Background: an optimization exercise with open tools, aiming at small area. Do not read the settings as production practice.
In this exercise RTL edits were held to simulation tests only and were not proved equivalent to the original.

==> flow/design.v, too long to show whole: its modules and the start of the top module <==
// module filter: 1054 lines
// module fa_cell: 4 lines
// module differentiator: 471 lines
// module SNR_reader: 880 lines
// module fm_demod: 32 lines
module fm_demod(
    input clk,
    input rstn,
    input en,
    input [2:0] channel,
    input [9:0] X,
    output [9:0] out,
    output [9:0] un_filtered_out,
    output filter_clk,
    output [16:0] snr
);
  // ...
==> flow/run.sh <==
#!/bin/bash
# synth_recipe.tcl (not shown) runs the flow's synth.tcl, then flattens the netlist and writes it again
# the make line also repeats each setting of config.mk as NAME=value (left out here)
make -C /OpenROAD-flow-scripts/flow DESIGN_CONFIG=/design/flow/config.mk WORK_HOME=/design/flow/orfs CLKGATE_MAP_FILE= SYNTH_SCRIPT=/design/flow/synth_recipe.tcl finish
==> flow/config.mk <==
export PLATFORM = sky130hd
export DESIGN_NAME = fm_demod
export DESIGN_NICKNAME = fm_demod
export VERILOG_FILES = /design/flow/design.v
export SDC_FILE = /design/flow/constraint.sdc
export NUM_CORES = 4
export LEC_CHECK = 0
export CAP_MARGIN = 20
export CORE_MARGIN = 2
export CORE_UTILIZATION = 55
export CTS_BUF_LIST = sky130_fd_sc_hd__clkbuf_8 sky130_fd_sc_hd__clkbuf_16
export CTS_CLUSTER_DIAMETER = 100
export CTS_CLUSTER_SIZE = 30
export SLEW_MARGIN = 20
export SYNTH_HIERARCHICAL = 1
==> flow/constraint.sdc <==
create_clock -name core_clock -period 35.0 [get_ports {clk}]
set_input_delay 7.0000 -clock core_clock [delete_from_list [all_inputs] [get_ports {clk}]]
set_output_delay 7.0000 -clock core_clock [all_outputs]
set_load 0.01 [all_outputs]
==> tab_implementation.tex, run 1 <==
\begin{tabular}{lr}
\hline
Metric & Value \\
\hline
\multicolumn{2}{l}{\textbf{Layout}} \\
Largest register by flop count & differentiator.filter.Q \\
Final-layout fill cell count & 5165 \\
Footprint of the multi-input gates & $\sim$23000 sq um \\
Layout overhead on the synthesized area & 6.83\% \\
\multicolumn{2}{l}{\textbf{Route}} \\
Met2 wire length & $\sim$38 mm \\
Ratio of routed vias to standard cells & around 5.8 \\
Post-route met1 wirelength & a little under 40 mm \\
Routed via count & $\sim$20k \\
\multicolumn{2}{l}{\textbf{Outcome}} \\
Result of the run & no timing/DRC/antenna violations \\
\multicolumn{2}{l}{\textbf{Placement}} \\
I/O Buffers & 53 \\
RePlAce Congestion & slightly above 0.9 \\
Detailed placer's ending HPWL & around 64 mm \\
\multicolumn{2}{l}{\textbf{STA}} \\
Fin Setup TNS & 0 ps \\
Final worst-path setup slack & roughly 1600 ps \\
Top achievable clock speed & about 30 MHz \\
\multicolumn{2}{l}{\textbf{GRT}} \\
Antenna violations before repair & 0 \\
Number of global-route vias before repair & between 20k and 25k \\
Busiest layer in global routing & met1 \\
\multicolumn{2}{l}{\textbf{Critical path}} \\
Cell depth of the worst flop-to-flop path & $\sim$110 \\
Capture instance of the worst register-to-register path & SNR\_reader.F[16] \\
Type of element launching the critical path & flip-flop \\
Stage delay of the slowest cell on the critical path & roughly 700 ps \\
\multicolumn{2}{l}{\textbf{Floorplan}} \\
Tap Cells & $\sim$860 \\
Die ar. & between 60000 and 70000 sq um \\
\multicolumn{2}{l}{\textbf{Synthesis}} \\
Count leader, synth & sky130\_fd\_sc\_hd\_\_fa\_1 \\
Number of synthesized register bits & 477 \\
\multicolumn{2}{l}{\textbf{Hold path}} \\
Startpoint of the worst hold path & differentiator.filter.P5[6] \\
\multicolumn{2}{l}{\textbf{Clock tree}} \\
CTS hold repair buffers & 0 \\
Clock transition at the register clock pins on the worst setup and hold paths after CTS & around 110 ps \\
\hline
\end{tabular}
==> module differentiator, before the edit <==
module differentiator(
    input en,
    input clk,
    input rstn,
    input [2:0]channel,
    input [9:0] X,
    output wire [9:0] out,
    output wire filter_clk,
    output wire [9:0] un_filtered_out,
    output wire filter_ce_out
);
reg filter_clk_r;
reg filter_ce;
assign filter_ce_out = filter_ce;
assign filter_clk=filter_clk_r;
reg [9:0] XI0,XI1,XQ0,XQ1;
always @(posedge clk or negedge rstn) begin
    if(!rstn)begin
        XI0 <= 10'b0;
        XQ0 <= 10'b0;
        XI1 <= 10'b0;
        XQ1 <= 10'b0;
        filter_clk_r <= 1'b0;
        filter_ce <= 1'b0;
    end
    else begin
    filter_ce <= en & ~filter_clk_r;
    if(en) begin
        filter_clk_r <= ~filter_clk_r;
        if(channel==3'b110)
        begin
            XI1 <= XI0;
            XI0 <= X - 10'd512 ;
        end
        else if(channel==3'b100)
        begin
            XQ1 <= XQ0;
            XQ0 <= X - 10'd512;
        end
    end
    end
end
wire d_0;
wire d_1;
wire d_2, d_3;
wire d_4;
wire d_5, d_6;
wire d_7, d_8;
wire d_9, d_10;
wire d_11, d_12;
wire d_13;
wire d_14, d_15;
wire d_16, d_17;
wire d_18, d_19;
wire d_20, d_21;
wire d_22, d_23;
wire d_24, d_25;
wire d_26;
wire d_27, d_28;
wire d_29, d_30;
wire d_31, d_32;
wire d_33, d_34;
wire d_35, d_36;
wire d_37, d_38;
wire d_39, d_40;
wire d_41, d_42;
wire d_43;
wire d_44, d_45;
wire d_46, d_47;
wire d_48, d_49;
wire d_50, d_51;
wire d_52, d_53;
wire d_54, d_55;
wire d_56, d_57;
wire d_58, d_59;
wire d_60, d_61;
wire d_62, d_63;
wire d_64;
wire d_65, d_66;
wire d_67, d_68;
wire d_69, d_70;
wire d_71, d_72;
wire d_73, d_74;
wire d_75, d_76;
wire d_77, d_78;
wire d_79, d_80;
wire d_81, d_82;
wire d_83, d_84;
wire d_85, d_86;
wire d_87, d_88;
wire d_89;
wire d_90, d_91;
wire d_92, d_93;
wire d_94, d_95;
wire d_96, d_97;
wire d_98, d_99;
wire d_100, d_101;
wire d_102, d_103;
wire d_104, d_105;
wire d_106, d_107;
wire d_108, d_109;
wire d_110, d_111;
wire d_112, d_113;
wire d_114, d_115;
wire d_116, d_117;
wire d_118;
wire d_119, d_120;
wire d_121, d_122;
wire d_123, d_124;
wire d_125, d_126;
wire d_127, d_128;
wire d_129, d_130;
wire d_131, d_132;
wire d_133, d_134;
wire d_135, d_136;
wire d_137, d_138;
wire d_139, d_140;
wire d_141, d_142;
wire d_143, d_144;
wire d_145, d_146;
wire d_147, d_148;
wire d_149, d_150;
wire d_151;
wire d_152, d_153;
wire d_154, d_155;
wire d_156, d_157;
wire d_158, d_159;
wire d_160, d_161;
wire d_162, d_163;
wire d_164, d_165;
wire d_166, d_167;
wire d_168, d_169;
wire d_170, d_171;
wire d_172, d_173;
wire d_174, d_175;
wire d_176, d_177;
wire d_178, d_179;
wire d_180, d_181;
wire d_182, d_183;
wire d_184, d_185;
wire d_186, d_187;
wire d_188;
wire d_189, d_190;
wire d_191, d_192;
wire d_193, d_194;
wire d_195, d_196;
wire d_197, d_198;
wire d_199, d_200;
wire d_201, d_202;
wire d_203, d_204;
wire d_205, d_206;
wire d_207, d_208;
wire d_209, d_210;
wire d_211, d_212;
wire d_213, d_214;
wire d_215, d_216;
wire d_217, d_218;
wire d_219, d_220;
wire d_221, d_222;
wire d_223, d_224;
wire d_225;
wire d_226, d_227;
wire d_228, d_229;
wire d_230, d_231;
wire d_232, d_233;
wire d_234, d_235;
wire d_236, d_237;
wire d_238, d_239;
wire d_240, d_241;
wire d_242, d_243;
wire d_244, d_245;
wire d_246, d_247;
wire d_248, d_249;
wire d_250, d_251;
wire d_252, d_253;
wire d_254, d_255;
wire d_256, d_257;
wire d_258, d_259;
wire d_260;
wire d_261, d_262;
wire d_263, d_264;
wire d_265, d_266;
wire d_267, d_268;
wire d_269, d_270;
wire d_271, d_272;
wire d_273, d_274;
wire d_275, d_276;
wire d_277, d_278;
wire d_279, d_280;
wire d_281, d_282;
wire d_283, d_284;
wire d_285, d_286;
wire d_287, d_288;
wire d_289, d_290;
wire d_291;
wire d_292, d_293;
wire d_294, d_295;
wire d_296, d_297;
wire d_298, d_299;
wire d_300, d_301;
wire d_302, d_303;
wire d_304, d_305;
wire d_306, d_307;
wire d_308, d_309;
wire d_310, d_311;
wire d_312, d_313;
wire d_314, d_315;
wire d_316, d_317;
wire d_318;
wire d_319, d_320;
wire d_321, d_322;
wire d_323, d_324;
wire d_325, d_326;
wire d_327, d_328;
wire d_329, d_330;
wire d_331, d_332;
wire d_333, d_334;
wire d_335, d_336;
wire d_337, d_338;
wire d_339, d_340;
wire d_341;
wire d_342, d_343;
wire d_344, d_345;
wire d_346, d_347;
wire d_348, d_349;
wire d_350, d_351;
wire d_352, d_353;
wire d_354, d_355;
wire d_356, d_357;
wire d_358, d_359;
wire d_360;
wire d_361, d_362;
wire d_363, d_364;
wire d_365, d_366;
wire d_367, d_368;
wire d_369, d_370;
wire d_371, d_372;
wire d_373, d_374;
wire d_375;
wire d_376, d_377;
wire d_378, d_379;
wire d_380, d_381;
wire d_382, d_383;
wire d_384, d_385;
wire d_386;
wire d_387, d_388;
wire d_389, d_390;
wire d_391, d_392;
wire d_393;
wire d_394, d_395;
wire d_396;
assign d_0 = ~(XQ0[0] & XI1[0]) ^ ~(XI0[0] & XQ1[0]);
assign d_1 = ~~(XQ0[0] & XI1[0]) | ~(XI0[0] & XQ1[0]);
fa_cell d_fa4 (.a(~(XI0[0] & XQ1[1])), .b(~(XI0[1] & XQ1[0])), .c(d_1), .s(d_2), .co(d_3));
assign d_4 = ~d_2;
fa_cell d_fa7 (.a(~(XQ0[0] & XI1[1])), .b(~(XQ0[1] & XI1[0])), .c(d_4), .s(d_5), .co(d_6));
fa_cell d_fa9 (.a(~(XI0[0] & XQ1[2])), .b(~(XI0[1] & XQ1[1])), .c(~(XI0[2] & XQ1[0])), .s(d_7), .co(d_8));
fa_cell d_fa11 (.a(~(XQ0[0] & XI1[2])), .b(~(XQ0[1] & XI1[1])), .c(~(XQ0[2] & XI1[0])), .s(d_9), .co(d_10));
fa_cell d_fa13 (.a(d_9), .b(d_6), .c(d_5), .s(d_11), .co(d_12));
assign d_13 = ~d_11;
fa_cell d_fa16 (.a(d_7), .b(d_3), .c(d_13), .s(d_14), .co(d_15));
fa_cell d_fa18 (.a(~(XI0[0] & XQ1[3])), .b(~(XI0[1] & XQ1[2])), .c(~(XI0[2] & XQ1[1])), .s(d_16), .co(d_17));
fa_cell d_fa20 (.a(~(XQ0[0] & XI1[3])), .b(~(XQ0[1] & XI1[2])), .c(~(XQ0[2] & XI1[1])), .s(d_18), .co(d_19));
fa_cell d_fa22 (.a(~(XI0[3] & XQ1[0])), .b(d_8), .c(d_16), .s(d_20), .co(d_21));
fa_cell d_fa24 (.a(~(XQ0[3] & XI1[0])), .b(d_10), .c(d_18), .s(d_22), .co(d_23));
fa_cell d_fa26 (.a(d_20), .b(d_15), .c(d_14), .s(d_24), .co(d_25));
assign d_26 = ~d_24;
fa_cell d_fa29 (.a(d_22), .b(d_12), .c(d_26), .s(d_27), .co(d_28));
fa_cell d_fa31 (.a(~(XI0[0] & XQ1[4])), .b(~(XI0[1] & XQ1[3])), .c(~(XI0[2] & XQ1[2])), .s(d_29), .co(d_30));
fa_cell d_fa33 (.a(~(XQ0[0] & XI1[4])), .b(~(XQ0[1] & XI1[3])), .c(~(XQ0[2] & XI1[2])), .s(d_31), .co(d_32));
fa_cell d_fa35 (.a(~(XI0[3] & XQ1[1])), .b(~(XI0[4] & XQ1[0])), .c(d_17), .s(d_33), .co(d_34));
fa_cell d_fa37 (.a(~(XQ0[3] & XI1[1])), .b(~(XQ0[4] & XI1[0])), .c(d_19), .s(d_35), .co(d_36));
fa_cell d_fa39 (.a(d_29), .b(d_33), .c(d_21), .s(d_37), .co(d_38));
fa_cell d_fa41 (.a(d_31), .b(d_35), .c(d_23), .s(d_39), .co(d_40));
fa_cell d_fa43 (.a(d_39), .b(d_28), .c(d_27), .s(d_41), .co(d_42));
assign d_43 = ~d_41;
fa_cell d_fa46 (.a(d_37), .b(d_25), .c(d_43), .s(d_44), .co(d_45));
fa_cell d_fa48 (.a(~(XI0[0] & XQ1[5])), .b(~(XI0[1] & XQ1[4])), .c(~(XI0[2] & XQ1[3])), .s(d_46), .co(d_47));
fa_cell d_fa50 (.a(~(XI0[3] & XQ1[2])), .b(~(XI0[4] & XQ1[1])), .c(~(XI0[5] & XQ1[0])), .s(d_48), .co(d_49));
fa_cell d_fa52 (.a(~(XQ0[0] & XI1[5])), .b(~(XQ0[1] & XI1[4])), .c(~(XQ0[2] & XI1[3])), .s(d_50), .co(d_51));
fa_cell d_fa54 (.a(~(XQ0[3] & XI1[2])), .b(~(XQ0[4] & XI1[1])), .c(~(XQ0[5] & XI1[0])), .s(d_52), .co(d_53));
fa_cell d_fa56 (.a(d_30), .b(d_46), .c(d_48), .s(d_54), .co(d_55));
fa_cell d_fa58 (.a(d_32), .b(d_50), .c(d_52), .s(d_56), .co(d_57));
fa_cell d_fa60 (.a(d_34), .b(d_54), .c(d_38), .s(d_58), .co(d_59));
fa_cell d_fa62 (.a(d_36), .b(d_56), .c(d_40), .s(d_60), .co(d_61));
fa_cell d_fa64 (.a(d_58), .b(d_45), .c(d_44), .s(d_62), .co(d_63));
assign d_64 = ~d_62;
fa_cell d_fa67 (.a(d_60), .b(d_42), .c(d_64), .s(d_65), .co(d_66));
fa_cell d_fa69 (.a(~(XI0[0] & XQ1[6])), .b(~(XI0[1] & XQ1[5])), .c(~(XI0[2] & XQ1[4])), .s(d_67), .co(d_68));
fa_cell d_fa71 (.a(~(XI0[3] & XQ1[3])), .b(~(XI0[4] & XQ1[2])), .c(~(XI0[5] & XQ1[1])), .s(d_69), .co(d_70));
fa_cell d_fa73 (.a(~(XQ0[0] & XI1[6])), .b(~(XQ0[1] & XI1[5])), .c(~(XQ0[2] & XI1[4])), .s(d_71), .co(d_72));
fa_cell d_fa75 (.a(~(XQ0[3] & XI1[3])), .b(~(XQ0[4] & XI1[2])), .c(~(XQ0[5] & XI1[1])), .s(d_73), .co(d_74));
fa_cell d_fa77 (.a(~(XI0[6] & XQ1[0])), .b(d_47), .c(d_49), .s(d_75), .co(d_76));
fa_cell d_fa79 (.a(~(XQ0[6] & XI1[0])), .b(d_51), .c(d_53), .s(d_77), .co(d_78));
fa_cell d_fa81 (.a(d_67), .b(d_69), .c(d_75), .s(d_79), .co(d_80));
fa_cell d_fa83 (.a(d_71), .b(d_73), .c(d_77), .s(d_81), .co(d_82));
fa_cell d_fa85 (.a(d_55), .b(d_79), .c(d_59), .s(d_83), .co(d_84));
fa_cell d_fa87 (.a(d_57), .b(d_81), .c(d_61), .s(d_85), .co(d_86));
fa_cell d_fa89 (.a(d_85), .b(d_66), .c(d_65), .s(d_87), .co(d_88));
assign d_89 = ~d_87;
fa_cell d_fa92 (.a(d_83), .b(d_63), .c(d_89), .s(d_90), .co(d_91));
fa_cell d_fa94 (.a(~(XI0[0] & XQ1[7])), .b(~(XI0[1] & XQ1[6])), .c(~(XI0[2] & XQ1[5])), .s(d_92), .co(d_93));
fa_cell d_fa96 (.a(~(XI0[3] & XQ1[4])), .b(~(XI0[4] & XQ1[3])), .c(~(XI0[5] & XQ1[2])), .s(d_94), .co(d_95));
fa_cell d_fa98 (.a(~(XQ0[0] & XI1[7])), .b(~(XQ0[1] & XI1[6])), .c(~(XQ0[2] & XI1[5])), .s(d_96), .co(d_97));
fa_cell d_fa100 (.a(~(XQ0[3] & XI1[4])), .b(~(XQ0[4] & XI1[3])), .c(~(XQ0[5] & XI1[2])), .s(d_98), .co(d_99));
fa_cell d_fa102 (.a(~(XI0[6] & XQ1[1])), .b(~(XI0[7] & XQ1[0])), .c(d_68), .s(d_100), .co(d_101));
fa_cell d_fa104 (.a(~(XQ0[6] & XI1[1])), .b(~(XQ0[7] & XI1[0])), .c(d_72), .s(d_102), .co(d_103));
fa_cell d_fa106 (.a(d_70), .b(d_92), .c(d_94), .s(d_104), .co(d_105));
fa_cell d_fa108 (.a(d_74), .b(d_96), .c(d_98), .s(d_106), .co(d_107));
fa_cell d_fa110 (.a(d_76), .b(d_100), .c(d_104), .s(d_108), .co(d_109));
fa_cell d_fa112 (.a(d_78), .b(d_102), .c(d_106), .s(d_110), .co(d_111));
fa_cell d_fa114 (.a(d_80), .b(d_108), .c(d_84), .s(d_112), .co(d_113));
fa_cell d_fa116 (.a(d_82), .b(d_110), .c(d_86), .s(d_114), .co(d_115));
fa_cell d_fa118 (.a(d_112), .b(d_91), .c(d_90), .s(d_116), .co(d_117));
assign d_118 = ~d_116;
fa_cell d_fa121 (.a(d_114), .b(d_88), .c(d_118), .s(d_119), .co(d_120));
fa_cell d_fa123 (.a(~(XI0[0] & XQ1[8])), .b(~(XI0[1] & XQ1[7])), .c(~(XI0[2] & XQ1[6])), .s(d_121), .co(d_122));
fa_cell d_fa125 (.a(~(XI0[3] & XQ1[5])), .b(~(XI0[4] & XQ1[4])), .c(~(XI0[5] & XQ1[3])), .s(d_123), .co(d_124));
fa_cell d_fa127 (.a(~(XI0[6] & XQ1[2])), .b(~(XI0[7] & XQ1[1])), .c(~(XI0[8] & XQ1[0])), .s(d_125), .co(d_126));
fa_cell d_fa129 (.a(~(XQ0[0] & XI1[8])), .b(~(XQ0[1] & XI1[7])), .c(~(XQ0[2] & XI1[6])), .s(d_127), .co(d_128));
fa_cell d_fa131 (.a(~(XQ0[3] & XI1[5])), .b(~(XQ0[4] & XI1[4])), .c(~(XQ0[5] & XI1[3])), .s(d_129), .co(d_130));
fa_cell d_fa133 (.a(~(XQ0[6] & XI1[2])), .b(~(XQ0[7] & XI1[1])), .c(~(XQ0[8] & XI1[0])), .s(d_131), .co(d_132));
fa_cell d_fa135 (.a(d_93), .b(d_95), .c(d_121), .s(d_133), .co(d_134));
fa_cell d_fa137 (.a(d_97), .b(d_99), .c(d_127), .s(d_135), .co(d_136));
fa_cell d_fa139 (.a(d_123), .b(d_125), .c(d_101), .s(d_137), .co(d_138));
fa_cell d_fa141 (.a(d_129), .b(d_131), .c(d_103), .s(d_139), .co(d_140));
fa_cell d_fa143 (.a(d_105), .b(d_133), .c(d_137), .s(d_141), .co(d_142));
fa_cell d_fa145 (.a(d_107), .b(d_135), .c(d_139), .s(d_143), .co(d_144));
fa_cell d_fa147 (.a(d_109), .b(d_141), .c(d_113), .s(d_145), .co(d_146));
fa_cell d_fa149 (.a(d_111), .b(d_143), .c(d_115), .s(d_147), .co(d_148));
fa_cell d_fa151 (.a(d_147), .b(d_120), .c(d_119), .s(d_149), .co(d_150));
assign d_151 = ~d_149;
fa_cell d_fa154 (.a(d_145), .b(d_117), .c(d_151), .s(d_152), .co(d_153));
fa_cell d_fa156 (.a(~(XQ0[0] & XI1[9])), .b(~(XQ0[9] & XI1[0])), .c(~(XI0[1] & XQ1[8])), .s(d_154), .co(d_155));
fa_cell d_fa158 (.a(~(XI0[2] & XQ1[7])), .b(~(XI0[3] & XQ1[6])), .c(~(XI0[4] & XQ1[5])), .s(d_156), .co(d_157));
fa_cell d_fa160 (.a(~(XI0[5] & XQ1[4])), .b(~(XI0[6] & XQ1[3])), .c(~(XI0[7] & XQ1[2])), .s(d_158), .co(d_159));
fa_cell d_fa162 (.a(~(XQ0[1] & XI1[8])), .b(~(XQ0[2] & XI1[7])), .c(~(XQ0[3] & XI1[6])), .s(d_160), .co(d_161));
fa_cell d_fa164 (.a(~(XQ0[4] & XI1[5])), .b(~(XQ0[5] & XI1[4])), .c(~(XQ0[6] & XI1[3])), .s(d_162), .co(d_163));
fa_cell d_fa166 (.a(~(XQ0[7] & XI1[2])), .b(~(XQ0[8] & XI1[1])), .c(~(XI0[0] & XQ1[9])), .s(d_164), .co(d_165));
fa_cell d_fa168 (.a(~(XI0[8] & XQ1[1])), .b(d_122), .c(d_124), .s(d_166), .co(d_167));
fa_cell d_fa170 (.a(~(XI0[9] & XQ1[0])), .b(d_128), .c(d_130), .s(d_168), .co(d_169));
fa_cell d_fa172 (.a(d_126), .b(d_154), .c(d_156), .s(d_170), .co(d_171));
fa_cell d_fa174 (.a(d_132), .b(d_160), .c(d_162), .s(d_172), .co(d_173));
fa_cell d_fa176 (.a(d_158), .b(d_166), .c(d_134), .s(d_174), .co(d_175));
fa_cell d_fa178 (.a(d_164), .b(d_168), .c(d_136), .s(d_176), .co(d_177));
fa_cell d_fa180 (.a(d_170), .b(d_138), .c(d_174), .s(d_178), .co(d_179));
fa_cell d_fa182 (.a(d_172), .b(d_140), .c(d_176), .s(d_180), .co(d_181));
fa_cell d_fa184 (.a(d_142), .b(d_178), .c(d_146), .s(d_182), .co(d_183));
fa_cell d_fa186 (.a(d_144), .b(d_180), .c(d_148), .s(d_184), .co(d_185));
fa_cell d_fa188 (.a(d_182), .b(d_153), .c(d_152), .s(d_186), .co(d_187));
assign d_188 = ~d_186;
fa_cell d_fa191 (.a(d_184), .b(d_150), .c(d_188), .s(d_189), .co(d_190));
fa_cell d_fa193 (.a(~(XQ0[1] & XI1[9])), .b(~(XQ0[9] & XI1[1])), .c(~(XI0[2] & XQ1[8])), .s(d_191), .co(d_192));
fa_cell d_fa195 (.a(~(XI0[3] & XQ1[7])), .b(~(XI0[4] & XQ1[6])), .c(~(XI0[5] & XQ1[5])), .s(d_193), .co(d_194));
fa_cell d_fa197 (.a(~(XI0[6] & XQ1[4])), .b(~(XI0[7] & XQ1[3])), .c(~(XI0[8] & XQ1[2])), .s(d_195), .co(d_196));
fa_cell d_fa199 (.a(~(XQ0[2] & XI1[8])), .b(~(XQ0[3] & XI1[7])), .c(~(XQ0[4] & XI1[6])), .s(d_197), .co(d_198));
fa_cell d_fa201 (.a(~(XQ0[5] & XI1[5])), .b(~(XQ0[6] & XI1[4])), .c(~(XQ0[7] & XI1[3])), .s(d_199), .co(d_200));
fa_cell d_fa203 (.a(~(XQ0[8] & XI1[2])), .b(~(XI0[1] & XQ1[9])), .c(~(XI0[9] & XQ1[1])), .s(d_201), .co(d_202));
fa_cell d_fa205 (.a(d_155), .b(d_157), .c(d_159), .s(d_203), .co(d_204));
fa_cell d_fa207 (.a(d_161), .b(d_163), .c(d_165), .s(d_205), .co(d_206));
fa_cell d_fa209 (.a(d_191), .b(d_193), .c(d_195), .s(d_207), .co(d_208));
fa_cell d_fa211 (.a(d_197), .b(d_199), .c(d_201), .s(d_209), .co(d_210));
fa_cell d_fa213 (.a(d_167), .b(d_203), .c(d_171), .s(d_211), .co(d_212));
fa_cell d_fa215 (.a(d_169), .b(d_205), .c(d_173), .s(d_213), .co(d_214));
fa_cell d_fa217 (.a(d_207), .b(d_175), .c(d_211), .s(d_215), .co(d_216));
fa_cell d_fa219 (.a(d_209), .b(d_177), .c(d_213), .s(d_217), .co(d_218));
fa_cell d_fa221 (.a(d_179), .b(d_215), .c(d_183), .s(d_219), .co(d_220));
fa_cell d_fa223 (.a(d_181), .b(d_217), .c(d_185), .s(d_221), .co(d_222));
fa_cell d_fa225 (.a(d_221), .b(d_190), .c(d_189), .s(d_223), .co(d_224));
assign d_225 = ~d_223;
fa_cell d_fa228 (.a(d_219), .b(d_187), .c(d_225), .s(d_226), .co(d_227));
fa_cell d_fa230 (.a(~(XQ0[2] & XI1[9])), .b(~(XQ0[9] & XI1[2])), .c(~(XI0[3] & XQ1[8])), .s(d_228), .co(d_229));
fa_cell d_fa232 (.a(~(XI0[4] & XQ1[7])), .b(~(XI0[5] & XQ1[6])), .c(~(XI0[6] & XQ1[5])), .s(d_230), .co(d_231));
fa_cell d_fa234 (.a(~(XQ0[3] & XI1[8])), .b(~(XQ0[4] & XI1[7])), .c(~(XQ0[5] & XI1[6])), .s(d_232), .co(d_233));
fa_cell d_fa236 (.a(~(XQ0[6] & XI1[5])), .b(~(XQ0[7] & XI1[4])), .c(~(XQ0[8] & XI1[3])), .s(d_234), .co(d_235));
fa_cell d_fa238 (.a(~(XI0[7] & XQ1[4])), .b(~(XI0[8] & XQ1[3])), .c(d_192), .s(d_236), .co(d_237));
fa_cell d_fa240 (.a(~(XI0[2] & XQ1[9])), .b(~(XI0[9] & XQ1[2])), .c(d_198), .s(d_238), .co(d_239));
fa_cell d_fa242 (.a(d_194), .b(d_196), .c(d_228), .s(d_240), .co(d_241));
fa_cell d_fa244 (.a(d_200), .b(d_202), .c(d_232), .s(d_242), .co(d_243));
fa_cell d_fa246 (.a(d_230), .b(d_204), .c(d_236), .s(d_244), .co(d_245));
fa_cell d_fa248 (.a(d_234), .b(d_206), .c(d_238), .s(d_246), .co(d_247));
fa_cell d_fa250 (.a(d_208), .b(d_240), .c(d_212), .s(d_248), .co(d_249));
fa_cell d_fa252 (.a(d_210), .b(d_242), .c(d_214), .s(d_250), .co(d_251));
fa_cell d_fa254 (.a(d_244), .b(d_216), .c(d_248), .s(d_252), .co(d_253));
fa_cell d_fa256 (.a(d_246), .b(d_218), .c(d_250), .s(d_254), .co(d_255));
fa_cell d_fa258 (.a(d_254), .b(d_222), .c(d_224), .s(d_256), .co(d_257));
fa_cell d_fa260 (.a(d_252), .b(d_220), .c(d_227), .s(d_258), .co(d_259));
assign d_260 = ~d_256;
fa_cell d_fa263 (.a(d_226), .b(d_258), .c(d_260), .s(d_261), .co(d_262));
fa_cell d_fa265 (.a(~(XQ0[3] & XI1[9])), .b(~(XQ0[9] & XI1[3])), .c(~(XI0[4] & XQ1[8])), .s(d_263), .co(d_264));
fa_cell d_fa267 (.a(~(XI0[5] & XQ1[7])), .b(~(XI0[6] & XQ1[6])), .c(~(XI0[7] & XQ1[5])), .s(d_265), .co(d_266));
fa_cell d_fa269 (.a(~(XQ0[4] & XI1[8])), .b(~(XQ0[5] & XI1[7])), .c(~(XQ0[6] & XI1[6])), .s(d_267), .co(d_268));
fa_cell d_fa271 (.a(~(XQ0[7] & XI1[5])), .b(~(XQ0[8] & XI1[4])), .c(~(XI0[3] & XQ1[9])), .s(d_269), .co(d_270));
fa_cell d_fa273 (.a(~(XI0[8] & XQ1[4])), .b(d_229), .c(d_231), .s(d_271), .co(d_272));
fa_cell d_fa275 (.a(~(XI0[9] & XQ1[3])), .b(d_233), .c(d_235), .s(d_273), .co(d_274));
fa_cell d_fa277 (.a(d_263), .b(d_265), .c(d_237), .s(d_275), .co(d_276));
fa_cell d_fa279 (.a(d_267), .b(d_269), .c(d_239), .s(d_277), .co(d_278));
fa_cell d_fa281 (.a(d_271), .b(d_241), .c(d_245), .s(d_279), .co(d_280));
fa_cell d_fa283 (.a(d_273), .b(d_243), .c(d_247), .s(d_281), .co(d_282));
fa_cell d_fa285 (.a(d_275), .b(d_249), .c(d_279), .s(d_283), .co(d_284));
fa_cell d_fa287 (.a(d_277), .b(d_251), .c(d_281), .s(d_285), .co(d_286));
fa_cell d_fa289 (.a(d_255), .b(d_285), .c(d_257), .s(d_287), .co(d_288));
fa_cell d_fa291 (.a(d_253), .b(d_283), .c(d_259), .s(d_289), .co(d_290));
assign d_291 = ~d_287;
fa_cell d_fa294 (.a(d_262), .b(d_289), .c(d_291), .s(d_292), .co(d_293));
fa_cell d_fa296 (.a(~(XQ0[4] & XI1[9])), .b(~(XQ0[9] & XI1[4])), .c(~(XI0[5] & XQ1[8])), .s(d_294), .co(d_295));
fa_cell d_fa298 (.a(~(XI0[6] & XQ1[7])), .b(~(XI0[7] & XQ1[6])), .c(~(XI0[8] & XQ1[5])), .s(d_296), .co(d_297));
fa_cell d_fa300 (.a(~(XQ0[5] & XI1[8])), .b(~(XQ0[6] & XI1[7])), .c(~(XQ0[7] & XI1[6])), .s(d_298), .co(d_299));
fa_cell d_fa302 (.a(~(XQ0[8] & XI1[5])), .b(~(XI0[4] & XQ1[9])), .c(~(XI0[9] & XQ1[4])), .s(d_300), .co(d_301));
fa_cell d_fa304 (.a(d_264), .b(d_266), .c(d_294), .s(d_302), .co(d_303));
fa_cell d_fa306 (.a(d_268), .b(d_270), .c(d_298), .s(d_304), .co(d_305));
fa_cell d_fa308 (.a(d_296), .b(d_272), .c(d_302), .s(d_306), .co(d_307));
fa_cell d_fa310 (.a(d_300), .b(d_274), .c(d_304), .s(d_308), .co(d_309));
fa_cell d_fa312 (.a(d_276), .b(d_306), .c(d_280), .s(d_310), .co(d_311));
fa_cell d_fa314 (.a(d_278), .b(d_308), .c(d_282), .s(d_312), .co(d_313));
fa_cell d_fa316 (.a(d_286), .b(d_312), .c(d_288), .s(d_314), .co(d_315));
fa_cell d_fa318 (.a(d_284), .b(d_310), .c(d_290), .s(d_316), .co(d_317));
assign d_318 = ~d_314;
fa_cell d_fa321 (.a(d_293), .b(d_316), .c(d_318), .s(d_319), .co(d_320));
fa_cell d_fa323 (.a(~(XQ0[5] & XI1[9])), .b(~(XQ0[9] & XI1[5])), .c(~(XI0[6] & XQ1[8])), .s(d_321), .co(d_322));
fa_cell d_fa325 (.a(~(XQ0[6] & XI1[8])), .b(~(XQ0[7] & XI1[7])), .c(~(XQ0[8] & XI1[6])), .s(d_323), .co(d_324));
fa_cell d_fa327 (.a(~(XI0[7] & XQ1[7])), .b(~(XI0[8] & XQ1[6])), .c(d_295), .s(d_325), .co(d_326));
fa_cell d_fa329 (.a(~(XI0[5] & XQ1[9])), .b(~(XI0[9] & XQ1[5])), .c(d_299), .s(d_327), .co(d_328));
fa_cell d_fa331 (.a(d_297), .b(d_321), .c(d_325), .s(d_329), .co(d_330));
fa_cell d_fa333 (.a(d_301), .b(d_323), .c(d_327), .s(d_331), .co(d_332));
fa_cell d_fa335 (.a(d_303), .b(d_307), .c(d_329), .s(d_333), .co(d_334));
fa_cell d_fa337 (.a(d_305), .b(d_309), .c(d_331), .s(d_335), .co(d_336));
fa_cell d_fa339 (.a(d_335), .b(d_313), .c(d_315), .s(d_337), .co(d_338));
fa_cell d_fa341 (.a(d_333), .b(d_311), .c(d_317), .s(d_339), .co(d_340));
assign d_341 = ~d_337;
fa_cell d_fa344 (.a(d_320), .b(d_339), .c(d_341), .s(d_342), .co(d_343));
fa_cell d_fa346 (.a(~(XQ0[6] & XI1[9])), .b(~(XQ0[9] & XI1[6])), .c(~(XI0[7] & XQ1[8])), .s(d_344), .co(d_345));
fa_cell d_fa348 (.a(~(XQ0[7] & XI1[8])), .b(~(XQ0[8] & XI1[7])), .c(~(XI0[6] & XQ1[9])), .s(d_346), .co(d_347));
fa_cell d_fa350 (.a(~(XI0[8] & XQ1[7])), .b(d_322), .c(d_344), .s(d_348), .co(d_349));
fa_cell d_fa352 (.a(~(XI0[9] & XQ1[6])), .b(d_324), .c(d_346), .s(d_350), .co(d_351));
fa_cell d_fa354 (.a(d_326), .b(d_348), .c(d_330), .s(d_352), .co(d_353));
fa_cell d_fa356 (.a(d_328), .b(d_350), .c(d_332), .s(d_354), .co(d_355));
fa_cell d_fa358 (.a(d_354), .b(d_336), .c(d_338), .s(d_356), .co(d_357));
fa_cell d_fa360 (.a(d_352), .b(d_334), .c(d_340), .s(d_358), .co(d_359));
assign d_360 = ~d_356;
fa_cell d_fa363 (.a(d_343), .b(d_358), .c(d_360), .s(d_361), .co(d_362));
fa_cell d_fa365 (.a(~(XQ0[7] & XI1[9])), .b(~(XQ0[9] & XI1[7])), .c(~(XI0[8] & XQ1[8])), .s(d_363), .co(d_364));
fa_cell d_fa367 (.a(~(XQ0[8] & XI1[8])), .b(~(XI0[7] & XQ1[9])), .c(~(XI0[9] & XQ1[7])), .s(d_365), .co(d_366));
fa_cell d_fa369 (.a(d_345), .b(d_363), .c(d_349), .s(d_367), .co(d_368));
fa_cell d_fa371 (.a(d_347), .b(d_365), .c(d_351), .s(d_369), .co(d_370));
fa_cell d_fa373 (.a(d_369), .b(d_355), .c(d_357), .s(d_371), .co(d_372));
fa_cell d_fa375 (.a(d_367), .b(d_353), .c(d_359), .s(d_373), .co(d_374));
assign d_375 = ~d_371;
fa_cell d_fa378 (.a(d_362), .b(d_373), .c(d_375), .s(d_376), .co(d_377));
fa_cell d_fa380 (.a(~(XQ0[8] & XI1[9])), .b(~(XQ0[9] & XI1[8])), .c(d_364), .s(d_378), .co(d_379));
fa_cell d_fa382 (.a(~(XI0[8] & XQ1[9])), .b(~(XI0[9] & XQ1[8])), .c(d_366), .s(d_380), .co(d_381));
fa_cell d_fa384 (.a(d_380), .b(d_370), .c(d_372), .s(d_382), .co(d_383));
fa_cell d_fa386 (.a(d_378), .b(d_368), .c(d_374), .s(d_384), .co(d_385));
assign d_386 = ~d_382;
fa_cell d_fa389 (.a(d_377), .b(d_384), .c(d_386), .s(d_387), .co(d_388));
fa_cell d_fa391 (.a(~(XQ0[9] & XI1[9])), .b(d_381), .c(d_383), .s(d_389), .co(d_390));
fa_cell d_fa393 (.a(~(XI0[9] & XQ1[9])), .b(d_379), .c(d_385), .s(d_391), .co(d_392));
assign d_393 = ~d_389;
fa_cell d_fa396 (.a(d_388), .b(d_391), .c(d_393), .s(d_394), .co(d_395));
assign d_396 = d_390 ^ d_392 ^ d_395;
wire [9:0] temp3 = {~d_396, d_394, d_387, d_376, d_361, d_342, d_319, d_292, d_261, ~d_226};
wire [9:0] temp4 = temp3 + 10'd512;
assign un_filtered_out=temp4;
filter filter(
    .CLK(clk),
    .RSTn(rstn),
    .CE(filter_ce),
    .FIR_IN(temp4),
    .FIR_OUT(out)
);
endmodule
==> inputs of run 2 (changes only) <==
--- a/flow/design.v
+++ b/flow/design.v
@@ -991,34 +991,29 @@
 wire s_55;
 wire s_56, s_57;
 wire s_58;
 wire s_59;
 wire s_60, s_61;
 wire s_62;
 wire s_63;
 wire s_64;
-assign s_0 = Q[0] ^ sT[0];
 assign s_1 = Q[0] & sT[0];
-fa_cell s_fa4 (.a(Q[1]), .b(sT[1]), .c(s_1), .s(s_2), .co(s_3));
-fa_cell s_fa6 (.a(Q[2]), .b(sT[2]), .c(s_3), .s(s_4), .co(s_5));
-fa_cell s_fa8 (.a(Q[3]), .b(sT[3]), .c(s_5), .s(s_6), .co(s_7));
-fa_cell s_fa10 (.a(Q[4]), .b(sT[4]), .c(s_7), .s(s_8), .co(s_9));
+assign s_3 = (Q[1] & sT[1]) | (Q[1] & s_1) | (sT[1] & s_1);
+assign s_5 = (Q[2] & sT[2]) | (Q[2] & s_3) | (sT[2] & s_3);
+assign s_7 = (Q[3] & sT[3]) | (Q[3] & s_5) | (sT[3] & s_5);
+assign s_9 = (Q[4] & sT[4]) | (Q[4] & s_7) | (sT[4] & s_7);
 fa_cell s_fa12 (.a(Q[5]), .b(sT[5]), .c(s_9), .s(s_10), .co(s_11));
 fa_cell s_fa14 (.a(Q[6]), .b(sT[6]), .c(s_11), .s(s_12), .co(s_13));
-assign s_14 = s_10 ^ s_12;
 assign s_15 = s_10 & s_12;
 fa_cell s_fa18 (.a(Q[7]), .b(sT[7]), .c(s_13), .s(s_16), .co(s_17));
-assign s_18 = s_15 ^ s_16;
 assign s_19 = s_15 | s_16;
 fa_cell s_fa22 (.a(Q[8]), .b(sT[8]), .c(s_17), .s(s_20), .co(s_21));
-assign s_22 = s_19 ^ s_20;
 assign s_23 = s_19 & s_20;
 fa_cell s_fa26 (.a(Q[9]), .b(sT[9]), .c(s_21), .s(s_24), .co(s_25));
-assign s_26 = s_23 ^ s_24;
 assign s_27 = s_23 & s_24;
 fa_cell s_fa30 (.a(Q[10]), .b(sT[10]), .c(s_25), .s(s_28), .co(s_29));
 assign s_30 = s_27 ^ s_28;
 assign s_31 = s_27 | s_28;
 fa_cell s_fa34 (.a(Q[11]), .b(sT[11]), .c(s_29), .s(s_32), .co(s_33));
 assign s_34 = s_31 ^ s_32;
 assign s_35 = s_31 & s_32;
 fa_cell s_fa38 (.a(Q[12]), .b(sT[12]), .c(s_33), .s(s_36), .co(s_37));
@@ -1302,17 +1297,16 @@
 wire d_384, d_385;
 wire d_386;
 wire d_387, d_388;
 wire d_389, d_390;
 wire d_391, d_392;
 wire d_393;
 wire d_394, d_395;
 wire d_396;
-assign d_0 = ~(XQ0[0] & XI1[0]) ^ ~(XI0[0] & XQ1[0]);
 assign d_1 = ~~(XQ0[0] & XI1[0]) | ~(XI0[0] & XQ1[0]);
 fa_cell d_fa4 (.a(~(XI0[0] & XQ1[1])), .b(~(XI0[1] & XQ1[0])), .c(d_1), .s(d_2), .co(d_3));
 assign d_4 = ~d_2;
 fa_cell d_fa7 (.a(~(XQ0[0] & XI1[1])), .b(~(XQ0[1] & XI1[0])), .c(d_4), .s(d_5), .co(d_6));
 fa_cell d_fa9 (.a(~(XI0[0] & XQ1[2])), .b(~(XI0[1] & XQ1[1])), .c(~(XI0[2] & XQ1[0])), .s(d_7), .co(d_8));
 fa_cell d_fa11 (.a(~(XQ0[0] & XI1[2])), .b(~(XQ0[1] & XI1[1])), .c(~(XQ0[2] & XI1[0])), .s(d_9), .co(d_10));
 fa_cell d_fa13 (.a(d_9), .b(d_6), .c(d_5), .s(d_11), .co(d_12));
 assign d_13 = ~d_11;
@@ -2331,52 +2325,34 @@
 assign n_510 = qb1 ? n_485 : n_461;
 assign n_511 = qb1 ? n_487 : n_462;
 assign n_512 = qb1 ? n_489 : n_463;
 assign n_513 = qb1 ? n_491 : n_464;
 assign n_514 = qb1 ? n_493 : n_465;
 assign n_515 = qb1 ? n_495 : n_466;
 assign n_516 = qb1 ? n_497 : n_467;
 assign n_517 = qb1 ? n_499 : n_468;
-assign n_518 = F[0] ^ Dn[0];
 assign n_519 = F[0] | Dn[0];
-fa_cell n_fa522 (.a(Dn[1]), .b(n_519), .c(n_502), .s(n_520), .co(n_521));
-fa_cell n_fa524 (.a(Dn[2]), .b(n_503), .c(n_521), .s(n_522), .co(n_523));
-fa_cell n_fa526 (.a(Dn[3]), .b(n_504), .c(n_523), .s(n_524), .co(n_525));
-fa_cell n_fa528 (.a(Dn[4]), .b(n_505), .c(n_525), .s(n_526), .co(n_527));
-fa_cell n_fa530 (.a(Dn[5]), .b(n_506), .c(n_527), .s(n_528), .co(n_529));
-fa_cell n_fa532 (.a(Dn[6]), .b(n_507), .c(n_529), .s(n_530), .co(n_531));
-fa_cell n_fa534 (.a(Dn[7]), .b(n_508), .c(n_531), .s(n_532), .co(n_533));
-fa_cell n_fa536 (.a(Dn[8]), .b(n_509), .c(n_533), .s(n_534), .co(n_535));
-fa_cell n_fa538 (.a(Dn[9]), .b(n_510), .c(n_535), .s(n_536), .co(n_537));
-fa_cell n_fa540 (.a(Dn[10]), .b(n_511), .c(n_537), .s(n_538), .co(n_539));
-fa_cell n_fa542 (.a(Dn[11]), .b(n_512), .c(n_539), .s(n_540), .co(n_541));
-fa_cell n_fa544 (.a(Dn[12]), .b(n_513), .c(n_541), .s(n_542), .co(n_543));
-fa_cell n_fa546 (.a(Dn[13]), .b(n_514), .c(n_543), .s(n_544), .co(n_545));
-fa_cell n_fa548 (.a(Dn[14]), .b(n_515), .c(n_545), .s(n_546), .co(n_547));
-fa_cell n_fa550 (.a(Dn[15]), .b(n_516), .c(n_547), .s(n_548), .co(n_549));
-fa_cell n_fa552 (.a(Dn[16]), .b(n_517), .c(n_549), .s(n_550), .co(n_551));
+assign n_521 = (Dn[1] & n_519) | (Dn[1] & n_502) | (n_519 & n_502);
+assign n_523 = (Dn[2] & n_503) | (Dn[2] & n_521) | (n_503 & n_521);
+assign n_525 = (Dn[3] & n_504) | (Dn[3] & n_523) | (n_504 & n_523);
+assign n_527 = (Dn[4] & n_505) | (Dn[4] & n_525) | (n_505 & n_525);
+assign n_529 = (Dn[5] & n_506) | (Dn[5] & n_527) | (n_506 & n_527);
+assign n_531 = (Dn[6] & n_507) | (Dn[6] & n_529) | (n_507 & n_529);
+assign n_533 = (Dn[7] & n_508) | (Dn[7] & n_531) | (n_508 & n_531);
+assign n_535 = (Dn[8] & n_509) | (Dn[8] & n_533) | (n_509 & n_533);
+assign n_537 = (Dn[9] & n_510) | (Dn[9] & n_535) | (n_510 & n_535);
+assign n_539 = (Dn[10] & n_511) | (Dn[10] & n_537) | (n_511 & n_537);
+assign n_541 = (Dn[11] & n_512) | (Dn[11] & n_539) | (n_512 & n_539);
+assign n_543 = (Dn[12] & n_513) | (Dn[12] & n_541) | (n_513 & n_541);
+assign n_545 = (Dn[13] & n_514) | (Dn[13] & n_543) | (n_514 & n_543);
+assign n_547 = (Dn[14] & n_515) | (Dn[14] & n_545) | (n_515 & n_545);
+assign n_549 = (Dn[15] & n_516) | (Dn[15] & n_547) | (n_516 & n_547);
+assign n_551 = (Dn[16] & n_517) | (Dn[16] & n_549) | (n_517 & n_549);
 assign qb0 = n_551;
-assign n_552 = qb0 ? ~n_518 : F[0];
-assign n_553 = qb0 ? n_520 : n_502;
-assign n_554 = qb0 ? n_522 : n_503;
-assign n_555 = qb0 ? n_524 : n_504;
-assign n_556 = qb0 ? n_526 : n_505;
-assign n_557 = qb0 ? n_528 : n_506;
-assign n_558 = qb0 ? n_530 : n_507;
-assign n_559 = qb0 ? n_532 : n_508;
-assign n_560 = qb0 ? n_534 : n_509;
-assign n_561 = qb0 ? n_536 : n_510;
-assign n_562 = qb0 ? n_538 : n_511;
-assign n_563 = qb0 ? n_540 : n_512;
-assign n_564 = qb0 ? n_542 : n_513;
-assign n_565 = qb0 ? n_544 : n_514;
-assign n_566 = qb0 ? n_546 : n_515;
-assign n_567 = qb0 ? n_548 : n_516;
-assign n_568 = qb0 ? n_550 : n_517;
 wire [16:0] F_add = {n_32, n_30, n_28, n_26, n_24, n_22, n_20, n_18, n_16, n_14, n_12, n_10, n_8, n_6, n_4, n_2, n_0};
 wire [16:0] Dn_add = {n_93, ~n_91, ~n_89, ~n_87, ~n_85, ~n_83, ~n_81, n_79, n_74, n_69, n_64, n_59, n_54, n_49, n_44, n_39, ~n_34};
 wire [16:0] F_a = {n_339, n_338, n_337, n_336, n_335, n_334, n_333, n_332, n_331, n_330, n_329, n_328, F[4], F[3], F[2], F[1], F[0]};
 wire [11:0] q_a = {qa16, qa15, qa14, qa13, qa12, qa11, qa10, qa9, qa8, qa7, qa6, qa5};
 wire [4:0] q_b = {qb4, qb3, qb2, qb1, qb0};
 always @(posedge clk or negedge rstn) begin
     if(~rstn) begin
         counter <= 8'b0;
==> flow/flow/run.sh (new file) <==
#!/bin/bash
# Standard layout, with two changes: ports are buffered with the smallest
# buffer, and clock tree synthesis inserts no dummy loads.
set -e
export BUFFER_PORTS_ARGS="-buffer_cell sky130_fd_sc_hd__buf_1"
export CTS_ARGS="-sink_clustering_enable -repair_clock_nets -sink_clustering_size 30 -sink_clustering_max_diameter 100 -buf_list {sky130_fd_sc_hd__clkbuf_8 sky130_fd_sc_hd__clkbuf_16} -dont_use_dummy_load"
bash standard.sh > standard.log 2>&1
==> flow/standard.sh (new file) <==
#!/bin/bash
# synth_recipe.tcl (not shown) runs the flow's synth.tcl, then flattens the netlist and writes it again
# the make line also repeats each setting of config.mk as NAME=value (left out here)
make -C /OpenROAD-flow-scripts/flow DESIGN_CONFIG=/design/flow/config.mk WORK_HOME=/design/flow/orfs CLKGATE_MAP_FILE= SYNTH_SCRIPT=/design/flow/synth_recipe.tcl "${@:-finish}"
==> flow/config.mk (replaced) <==
export PLATFORM = sky130hd
export DESIGN_NAME = fm_demod
export DESIGN_NICKNAME = fm_demod
export VERILOG_FILES = /design/flow/design.v
export SDC_FILE = /design/flow/constraint.sdc
export NUM_CORES = 4
export LEC_CHECK = 0
export CAP_MARGIN = 20
export CORE_MARGIN = 2
export CORE_UTILIZATION = 65
export CTS_BUF_LIST = sky130_fd_sc_hd__clkbuf_8 sky130_fd_sc_hd__clkbuf_16
export CTS_CLUSTER_DIAMETER = 100
export CTS_CLUSTER_SIZE = 30
export SLEW_MARGIN = 20
export SYNTH_HIERARCHICAL = 1
removed: flow/run.sh
==> run 2 against run 1 <==
Against the previous run:
- critical endpoint unchanged
- design area down 3.3%
- global-route usage up 4.9 points
- die area down 15%
- synthesized cell count up 3.4%
- maximum frequency down 0.61%
- sequential cell count unchanged
==> tab_implementation.tex, run 2 <==
\begin{tabular}{lr}
\hline
Metric & Value \\
\hline
\multicolumn{2}{l}{\textbf{Outcome}} \\
Result of the run & no timing/DRC/antenna violations \\
\multicolumn{2}{l}{\textbf{STA}} \\
Clock Skews & around 60 ps \\
Smallest hold slack & about 390 ps \\
Transition time at the pin with the least slew margin & between 1000 and 1500 ps \\
Unrepaired setup endpoints after global routing & no \\
Count of endpoints failing hold in the final timing report & 0 \\
Fin Setup TNS & 0 ps (unchanged) \\
Final cycle utilization of the critical path & 96.1\% \\
Total of endpoints with negative setup slack in the final report & 0 \\
Final Critical Period & 33620 ps \\
Slew headroom & between 30\% and 40\% \\
Top achievable clock speed & 29.7 MHz (-0.61\%) \\
Final max-slew violation count & 0 \\
\multicolumn{2}{l}{\textbf{Synthesis}} \\
Register area share after synthesis & approximately 33\% \\
Most area-consuming cells after synthesis & sky130\_fd\_sc\_hd\_\_fa\_1, sky130\_fd\_sc\_hd\_\_dfrtp\_1, sky130\_fd\_sc\_hd\_\_mux2i\_1 \\
Synth Net Count & 3417 \\
Predominant post-synthesis flop cell & sky130\_fd\_sc\_hd\_\_dfrtp\_1 \\
Average instance area after synthesis & 13.3 sq um \\
Count leader, synth & sky130\_fd\_sc\_hd\_\_fa\_1 \\
Cell type with the largest total area after synthesis & sky130\_fd\_sc\_hd\_\_fa\_1 \\
Summed instance area of the synthesized netlist & between 30000 and 40000 sq um \\
Distinct cells, synth & slightly below 80 \\
EDFF count, synth & 0 \\
Cells after Synth & $\sim$2.7k \\
Share of Yosys cell area claimed by the top area cell type & between 30\% and 40\% \\
Number of synthesized register bits & 477 (unchanged) \\
Yosys Warn Count & 9 \\
Ys async rst share & a little over nine tenths \\
Most frequent cells after synthesis & sky130\_fd\_sc\_hd\_\_fa\_1, sky130\_fd\_sc\_hd\_\_dfrtp\_1, sky130\_fd\_sc\_hd\_\_mux2i\_1, sky130\_fd\_sc\_hd\_\_nand2\_1, sky130\_fd\_sc\_hd\_\_inv\_1 \\
\multicolumn{2}{l}{\textbf{Clock tree}} \\
Number of resized instances in the post-cts repair step & 0 \\
Longest Clk Path Bufs & 3 \\
Buffer type at the clock tree root & sky130\_fd\_sc\_hd\_\_clkbuf\_16 \\
CTS hold repair buffers & 0 (unchanged) \\
Later-pin clock latency in the skew report & a little over 600 ps \\
H-Tree Level Count & 1 \\
Total CTS buffers & 26 \\
Clock transition at the register clock pins on the worst setup and hold paths after CTS & 110 ps (about the same) \\
TritonCTS clock tree & yes \\
CTS sink cnt & $\sim$480 \\
Post-CTS setup buffer count & 0 \\
\multicolumn{2}{l}{\textbf{Critical path}} \\
Crit end category & flip-flop \\
Type of element launching the critical path & flip-flop \\
Cell depth of the worst flop-to-flop path & 101 (-11\%) \\
Critical Path Start & SNR\_reader.Dn[16] \\
CP most frequent cell & sky130\_fd\_sc\_hd\_\_fa\_1 \\
Slack of the worst reg-to-reg path & 1380 ps \\
Critical path depth & 101 \\
Worst path buffer plus inverter count & 3 \\
Capture instance of the worst register-to-register path & SNR\_reader.F[16] \\
Setup CP Type & reg2reg \\
Stage delay of the slowest cell on the critical path & 730 ps (+30 ps) \\
Worst r2r src & SNR\_reader.Dn[16] \\
CP Max Fanout & 19 \\
Required time of the critical path & 35430 ps \\
Max stage delay cell, worst path & sky130\_fd\_sc\_hd\_\_dfstp\_2 \\
Family of cells with the greatest summed delay on the critical path & adder cells \\
Crit path to & SNR\_reader.F[16] \\
Data arrival time at the worst-slack endpoint & between 30000 and 40000 ps \\
\multicolumn{2}{l}{\textbf{Hold path}} \\
Path category of the worst min-delay check & reg2reg \\
\multicolumn{2}{l}{\textbf{Route}} \\
Post-route antenna net violation count & 0 \\
Number of DRC markers in iteration 0 & 1927 \\
Ratio of routed vias to standard cells & 6.26 (+7.6\%) \\
Routed via count & 20.9k (+3.7\%) \\
Residual DRC & 0 \\
Routed len/inst & between 20 and 25 um \\
Detailed-routing iteration count for the pre-antenna-repair pass & 6 \\
Total detailed-routing wirelength & 82.6 mm \\
\multicolumn{2}{l}{\textbf{Job}} \\
\# Max-Cap Violations & 0 \\
\multicolumn{2}{l}{\textbf{Layout}} \\
Flip-flop count of the largest register after layout & 20 \\
Non-filler cells in the finished layout & 3336 \\
Fin nets & about 3.4k \\
Layout overhead on the synthesized area & 3.28\% \\
Ratio of cells with drive above 1 in the final layout & about 6.6\% \\
Most frequent standard cell in the layout excluding fill and tap cells & sky130\_fd\_sc\_hd\_\_fa\_1 \\
Final-layout fill cell count & 3910 (-24\%) \\
Commonest cells after routing, fill and taps aside & sky130\_fd\_sc\_hd\_\_fa\_1, sky130\_fd\_sc\_hd\_\_dfrtp\_1, sky130\_fd\_sc\_hd\_\_mux2i\_1 \\
Largest register by flop count & differentiator.filter.Q \\
Antenna Diode Count & 0 \\
\multicolumn{2}{l}{\textbf{Placement}} \\
Detailed placer's ending HPWL & 64.6 mm (+0.68\%) \\
I/O Buffers & 53 (unchanged) \\
Placed cell count & about 3.3k \\
RePlAce Congestion & 0.915 (+0.30\%) \\
\multicolumn{2}{l}{\textbf{Floorplan}} \\
Count of standard-cell rows & 85 \\
I/O pin cnt & 54 \\
Total core area & 53900 sq um \\
Die ar. & 56500 sq um (-15\%) \\
Horizontal die dimension & around 240 um \\
Overall die height & between 200 and 250 um \\
Effective utilization at floorplan & approximately two thirds \\
\multicolumn{2}{l}{\textbf{GRT}} \\
Largest net degree at the start of global routing & 83 \\
First-pass GRT wire length & between 100 and 150 mm \\
Antenna violations before repair & 0 (unchanged) \\
GR Util All Layers & around a third \\
Number of global-route vias before repair & 23.2k (+2.9\%) \\
Total grt overflow & 0 \\
\hline
\end{tabular}
==> run 2: logic make-up (layout without fill, tap and decap cells) <==
| group | count (synthesis) | after routing | synth area share (%) |
|---|---|---|---|
| buffers and inverters | 268 | 232 | 3.53 |
| DFF | 477 | 477 | 33.4 |
| xor gates and xnor gates | 13 | 13 | 0.359 |
| muxes | 436 | 436 | 12.8 |
| and+or+nand+nor | 509 | 510 | 6.19 |
| adders and majority gates | 728 | 728 | 39.2 |
| AOI/OAI and AO/OA | 244 | 244 | 4.48 |
==> run 2: stage by stage <==
step | util [%] | setup WS (ps) | instance area, sq um
after floorplan | - | 3250 | 35500
after global placement | 66.8 | 1710 | 36000
after detailed placement | 66.8 | 1100 | 36000
after CTS | 68.0 | 1090 | 36700
after global routing | 68.0 | 42.6 | 36700
final | 68.0 | 1380 | 36700
==> run 2: layout make-up <==
class / instances / area, sq um / area share [%]
repair buffers: 78 / 398 / 1.08
multi-input cells: 1931 / 22400 / 61.1
well taps: 696 / 871 / 2.37
clock buffers: 26 / 651 / 1.77
flip-flops and latches: 477 / 11900 / 32.3
inverters: 128 / 480 / 1.31
==> run 2: worst min-delay path by stage <==
stage | from | to | slack, ps | cells past startpoint
2_1_floorplan | differentiator.filter.P34[5] | differentiator.filter.P34[0] | 400 | 1
3_3_place_gp | differentiator.filter.P34[9] | differentiator.filter.P34[4] | 410 | 1
3_5_place_dp | differentiator.filter.P34[6] | differentiator.filter.P34[1] | 410 | 1
4_1_cts | differentiator.filter.P14[9] | differentiator.filter.P14[4] | 380 | 1
5_1_grt | differentiator.filter.P14[9] | differentiator.filter.P14[4] | 390 | 1
6_report | differentiator.filter.P14[9] | differentiator.filter.P14[4] | 390 | 1
==> run 2: modules after synthesis, one instance, submodules excluded, a selection <==
module / flops+latches / times used
filter: 371 / 1
SNR_reader: 64 / 1
fa_cell: 0 / 644
differentiator: 42 / 1
==> run 2: worst reg2reg max path: cells and delay by family, from the launching register on <==
| kind | cells | cell delay (ps) |
|---|---|---|
| multiplexers | 4 | 1140 |
| adder cells (fa/ha/maj) | 64 | 25480 |
| flip-flops | 1 | 730 |
| AO/OA/AOI/OAI | 10 | 1440 |
| buffers and inverters | 3 | 680 |
| AND/OR/NAND/NOR | 20 | 4050 |
==> run 2: layer usage <==
layer / track usage (%) / vias up / wire, um / share of wire, %
li1: - / 8775 / - / -
met1: 49.2 / 11200 / 36400 / 44
met2: 48.2 / 769 / 38600 / 47
met3: 4.83 / 117 / 5700 / 6.9
met4: 6.08 / 0 / 1850 / 2.2
met5: 0 / - / 0 / 0
==> inputs of run 3 (changes only) <==
--- a/flow/config.mk
+++ b/flow/config.mk
@@ -6,5 +6,5 @@
 export NUM_CORES = 4
 export LEC_CHECK = 0
-export CAP_MARGIN = 20
+export CAP_MARGIN = 5
 export CORE_MARGIN = 2
 export CORE_UTILIZATION = 65
@@ -12,4 +12,4 @@
 export CTS_CLUSTER_DIAMETER = 100
 export CTS_CLUSTER_SIZE = 30
-export SLEW_MARGIN = 20
+export SLEW_MARGIN = 5
 export SYNTH_HIERARCHICAL = 1
==> run 3 against run 2 <==
Against the previous run:
- synthesized cell count is the same
- global-route usage is the same
- clock skew is essentially flat
- sequential cell count is the same
- die area is the same
- via count is essentially flat
- maximum frequency is essentially flat
- design area is essentially flat
- sequential share of layout area is essentially flat
- count of clock-buffer cells in the layout is the same
- first-iteration DRC count shrank 0.88%
==> tab_implementation.tex, run 3 <==
\begin{tabular}{lr}
\hline
Metric & Value \\
\hline
\multicolumn{2}{l}{\textbf{Placement}} \\
Detailed placer's ending HPWL & 64.6 mm (unchanged) \\
I/O Buffers & 53 (unchanged) \\
Pre-CTS WS & 1100 ps (unchanged) \\
RePlAce Congestion & 0.915 (unchanged) \\
\multicolumn{2}{l}{\textbf{STA}} \\
Count of endpoints failing hold in the final timing report & 0 (unchanged) \\
Fin Setup TNS & 0 ps (unchanged) \\
Final max-slew violation count & 0 (unchanged) \\
Clock Skews & 60.0 ps (+0.0749 ps) \\
Top achievable clock speed & 29.7 MHz (about the same) \\
Final cycle utilization of the critical path & 96.1\% (about the same) \\
Transition time at the pin with the least slew margin & 1140 ps (+95.0 ps) \\
Unrepaired setup endpoints after global routing & no \\
Final Critical Period & 33650 ps (+28.0 ps) \\
Total of endpoints with negative setup slack in the final report & 0 (unchanged) \\
Slew headroom & 24.2\% (-6.3 points) \\
Final worst-path setup slack & 1350 ps (-28.0 ps) \\
\multicolumn{2}{l}{\textbf{Clock tree}} \\
CTS sink cnt & 477 (unchanged) \\
Longest Clk Path Bufs & 3 (unchanged) \\
Total CTS buffers & 26 (unchanged) \\
TritonCTS clock tree & yes \\
Later-pin clock latency in the skew report & 610 ps (about the same) \\
H-Tree Level Count & 1 (unchanged) \\
Post-CTS setup buffer count & 0 (unchanged) \\
Clock transition at the register clock pins on the worst setup and hold paths after CTS & 110 ps (about the same) \\
Buffer type at the clock tree root & sky130\_fd\_sc\_hd\_\_clkbuf\_16 \\
CTS hold repair buffers & 0 (unchanged) \\
\multicolumn{2}{l}{\textbf{Synthesis}} \\
Synth Area in Simple Gates & 6.19\% (unchanged) \\
Cells after Synth & 2675 (unchanged) \\
Post-synthesis mux area share & 12.8\% (unchanged) \\
Count leader, synth & sky130\_fd\_sc\_hd\_\_fa\_1 \\
Synth Net Count & 3417 (unchanged) \\
Most area-consuming cells after synthesis & sky130\_fd\_sc\_hd\_\_fa\_1, sky130\_fd\_sc\_hd\_\_dfrtp\_1, sky130\_fd\_sc\_hd\_\_mux2i\_1 \\
Register area share after synthesis & 33.4\% (unchanged) \\
Summed instance area of the synthesized netlist & 35500 sq um (unchanged) \\
Share of Yosys cell area claimed by the top area cell type & 36.3\% (unchanged) \\
Post-synthesis share of cell area spent on full adders, half adders and majority gates & 39.2\% (unchanged) \\
Share of the synthesized netlist area taken by xor and xnor gates & 0.359\% (unchanged) \\
Number of synthesized register bits & 477 (unchanged) \\
Yosys Warn Count & 9 (unchanged) \\
Dominant combinational cell family by area after synthesis & adder cells \\
EDFF count, synth & 0 (unchanged) \\
Ys async rst share & 95.8\% (unchanged) \\
Most frequent cells after synthesis & sky130\_fd\_sc\_hd\_\_fa\_1, sky130\_fd\_sc\_hd\_\_dfrtp\_1, sky130\_fd\_sc\_hd\_\_mux2i\_1, sky130\_fd\_sc\_hd\_\_nand2\_1, sky130\_fd\_sc\_hd\_\_inv\_1 \\
Average instance area after synthesis & 13.3 sq um (unchanged) \\
Distinct cells, synth & 78 (unchanged) \\
Predominant post-synthesis flop cell & sky130\_fd\_sc\_hd\_\_dfrtp\_1 \\
Synth Area in Compound Gates & 4.48\% (unchanged) \\
Cell type with the largest total area after synthesis & sky130\_fd\_sc\_hd\_\_fa\_1 \\
\multicolumn{2}{l}{\textbf{Layout}} \\
Flip-flop count of the largest register after layout & 20 (unchanged) \\
Fin nets & 3384 (unchanged) \\
Antenna Diode Count & 0 (unchanged) \\
Commonest cells after routing, fill and taps aside & sky130\_fd\_sc\_hd\_\_fa\_1, sky130\_fd\_sc\_hd\_\_dfrtp\_1, sky130\_fd\_sc\_hd\_\_mux2i\_1 \\
Layout overhead on the synthesized area & 3.26\% (about the same) \\
Storage cell area & 11900 sq um (unchanged) \\
Largest register by flop count & differentiator.filter.Q \\
Final-layout fill cell count & 3911 (+0.026\%) \\
Footprint of the multi-input gates & 22400 sq um (unchanged) \\
Ratio of cells with drive above 1 in the final layout & 6.59\% (unchanged) \\
Most frequent standard cell in the layout excluding fill and tap cells & sky130\_fd\_sc\_hd\_\_fa\_1 \\
\multicolumn{2}{l}{\textbf{Critical path}} \\
Setup CP Type & reg2reg \\
Crit end category & flip-flop \\
Worst r2r src & SNR\_reader.Dn[16] \\
CP Max Fanout & 19 (unchanged) \\
Slack of the worst reg-to-reg path & 1350 ps (-30 ps) \\
Required time of the critical path & 35430 ps (about the same) \\
Cell depth of the worst flop-to-flop path & 101 (unchanged) \\
Max stage delay cell, worst path & sky130\_fd\_sc\_hd\_\_dfstp\_2 \\
Data arrival time at the worst-slack endpoint & 34080 ps (+30 ps) \\
CP most frequent cell & sky130\_fd\_sc\_hd\_\_fa\_1 \\
Capture instance of the worst register-to-register path & SNR\_reader.F[16] \\
Stage delay of the slowest cell on the critical path & 730 ps (about the same) \\
Type of element launching the critical path & flip-flop \\
\multicolumn{2}{l}{\textbf{Route}} \\
Routed length on met3 & 5.47 mm (-4.0\%) \\
Routed len/inst & 24.8 um (+0.15\%) \\
Detailed-routing iteration count for the pre-antenna-repair pass & 6 (unchanged) \\
Top routing layer used & met4 \\
Post-route met1 wirelength & 36.8 mm (+0.86\%) \\
Ratio of routed vias to standard cells & 6.26 (about the same) \\
Routed via count & 20.9k (-0.096\%) \\
Total detailed-routing wirelength & 82.8 mm (+0.15\%) \\
Residual DRC & 0 (unchanged) \\
Number of DRC markers in iteration 0 & 1910 (-0.88\%) \\
Met2 wire length & 38.7 mm (+0.12\%) \\
Post-route antenna net violation count & 0 (unchanged) \\
\multicolumn{2}{l}{\textbf{Hold path}} \\
Path category of the worst min-delay check & reg2reg \\
Worst hold path endpoint & differentiator.filter.P14[4] \\
Startpoint of the worst hold path & differentiator.filter.P14[9] \\
Hold path cells & 1 (unchanged) \\
\multicolumn{2}{l}{\textbf{Floorplan}} \\
Overall die height & 238 um (unchanged) \\
Die ar. & 56500 sq um (unchanged) \\
Horizontal die dimension & 238 um (unchanged) \\
I/O pin cnt & 54 (unchanged) \\
Effective utilization at floorplan & 65.9\% (unchanged) \\
Count of standard-cell rows & 85 (unchanged) \\
Total core area & 53900 sq um (unchanged) \\
\multicolumn{2}{l}{\textbf{GRT}} \\
Largest net degree at the start of global routing & 83 (unchanged) \\
First-pass GRT wire length & 135 mm (unchanged) \\
GR Util All Layers & 31.5\% (unchanged) \\
Total grt overflow & 0 (unchanged) \\
Antenna violations before repair & 0 (unchanged) \\
Number of global-route vias before repair & 23.2k (unchanged) \\
\multicolumn{2}{l}{\textbf{Job}} \\
\# Max-Cap Violations & 0 (unchanged) \\
\multicolumn{2}{l}{\textbf{Outcome}} \\
Result of the run & no timing/DRC/antenna violations \\
\hline
\end{tabular}
-- run 3: changes by cell type in the layout (fill, tap and decap cells not counted) --
| cell | before | now |
|---|---|---|
| sky130_fd_sc_hd__buf_4 | 23 | 25 |
| sky130_fd_sc_hd__buf_6 | 2 | 0 |
-- run 3: worst max path at each step --
| stage | end | slack (ps) | start | cells past startpoint |
|---|---|---|---|---|
| 2_1_floorplan | SNR_reader.F[15] | 3250 | SNR_reader.Dn[8] | 98 |
| 3_3_place_gp | SNR_reader.F[16] | 1710 | SNR_reader.Dn[16] | 101 |
| 3_5_place_dp | SNR_reader.F[16] | 1100 | SNR_reader.Dn[16] | 101 |
| 4_1_cts | SNR_reader.F[16] | 1090 | SNR_reader.Dn[16] | 101 |
| 5_1_grt | SNR_reader.F[16] | 40 | SNR_reader.Dn[15] | 101 |
| 6_report | SNR_reader.F[16] | 1350 | SNR_reader.Dn[16] | 101 |
-- run 3: stage by stage --
step | cell area (sq um) | instances | utilization, % | hold slack (ps)
after CTS | 36700 | 3335 | 68.0 | 385
after global placement | 36000 | 3309 | 66.8 | 408
final | 36700 | 3336 | 68.0 | 387
after detailed placement | 36000 | 3309 | 66.8 | 409
after floorplan | 35500 | 2675 | - | 398
after global routing | 36700 | 3336 | 68.0 | 391
-- run 3: modules after synthesis (local to each module, per instance), excerpt --
module	cells	copies in the design
SNR_reader	743	1
filter	926	1
fa_cell	1	644
differentiator	362	1
-- run 3: area by class of cell --
class,count,area share (%)
well taps,696,2.37
flip-flops and latches,477,32.3
inverters,128,1.31
multi-input cells,1931,61.1
clock buffers,26,1.77
repair buffers,78,1.06
-- run 3: what timing repair did --
action	4_1_cts	5_1_grt
resized for setup	0	2
hold endpoints to repair	0	0
setup endpoints to repair	0	12
-- run 3: kinds of logic after synthesis --
logic type | count (synthesis)
adder cells (fa/ha/maj) | 728
flip-flops | 477
AND/OR/NAND/NOR | 509
AO/OA/AOI/OAI | 244
multiplexers | 436
XOR/XNOR | 13
buffers and inverters | 268
-- run 3: worst max-delay path, delay by kind of cell, from the launching register on --
family,cells,cell delay (ps)
AO/OA/AOI/OAI,10,1410
multiplexers,4,1140
buffers and inverters,3,680
adder cells (fa/ha/maj),64,25490
AND/OR/NAND/NOR,20,4030
flip-flops,1,730
-- run 3: layer usage --
layer	track usage, %	vias up
met2	48.2	771
met1	49.2	11200
met3	4.83	119
met5	0	-
li1	-	8780
met4	6.08	0

[what the ideal ports hide]
How much do the figures lean on ideal ports? The routed layouts below were timed once more, with nothing changed but the port constraints.
Step 1 sets driving cells, clkbuf_16 on the clock port and buf_2 on the other inputs (assumed; they add their load-dependent delay and slew).
Step 2 also shifts input and output timing later by t, the mid clock arrival at the registers, as if the neighbouring blocks saw the same clock.
Three values: ideal, step 1, step 2; two values: the first two.
run	t, ns	slack for setup (ns)	slew at the worst register clock pin (ns)
run 1	0.658	1.584 / 1.584 / 1.584	0.12 / 0.12
run 2	0.640	1.379 / 1.379 / 1.379	0.12 / 0.12
run 3	0.639	1.351 / 1.351 / 1.351	0.12 / 0.12
After both steps every run listed still meets setup and hold.
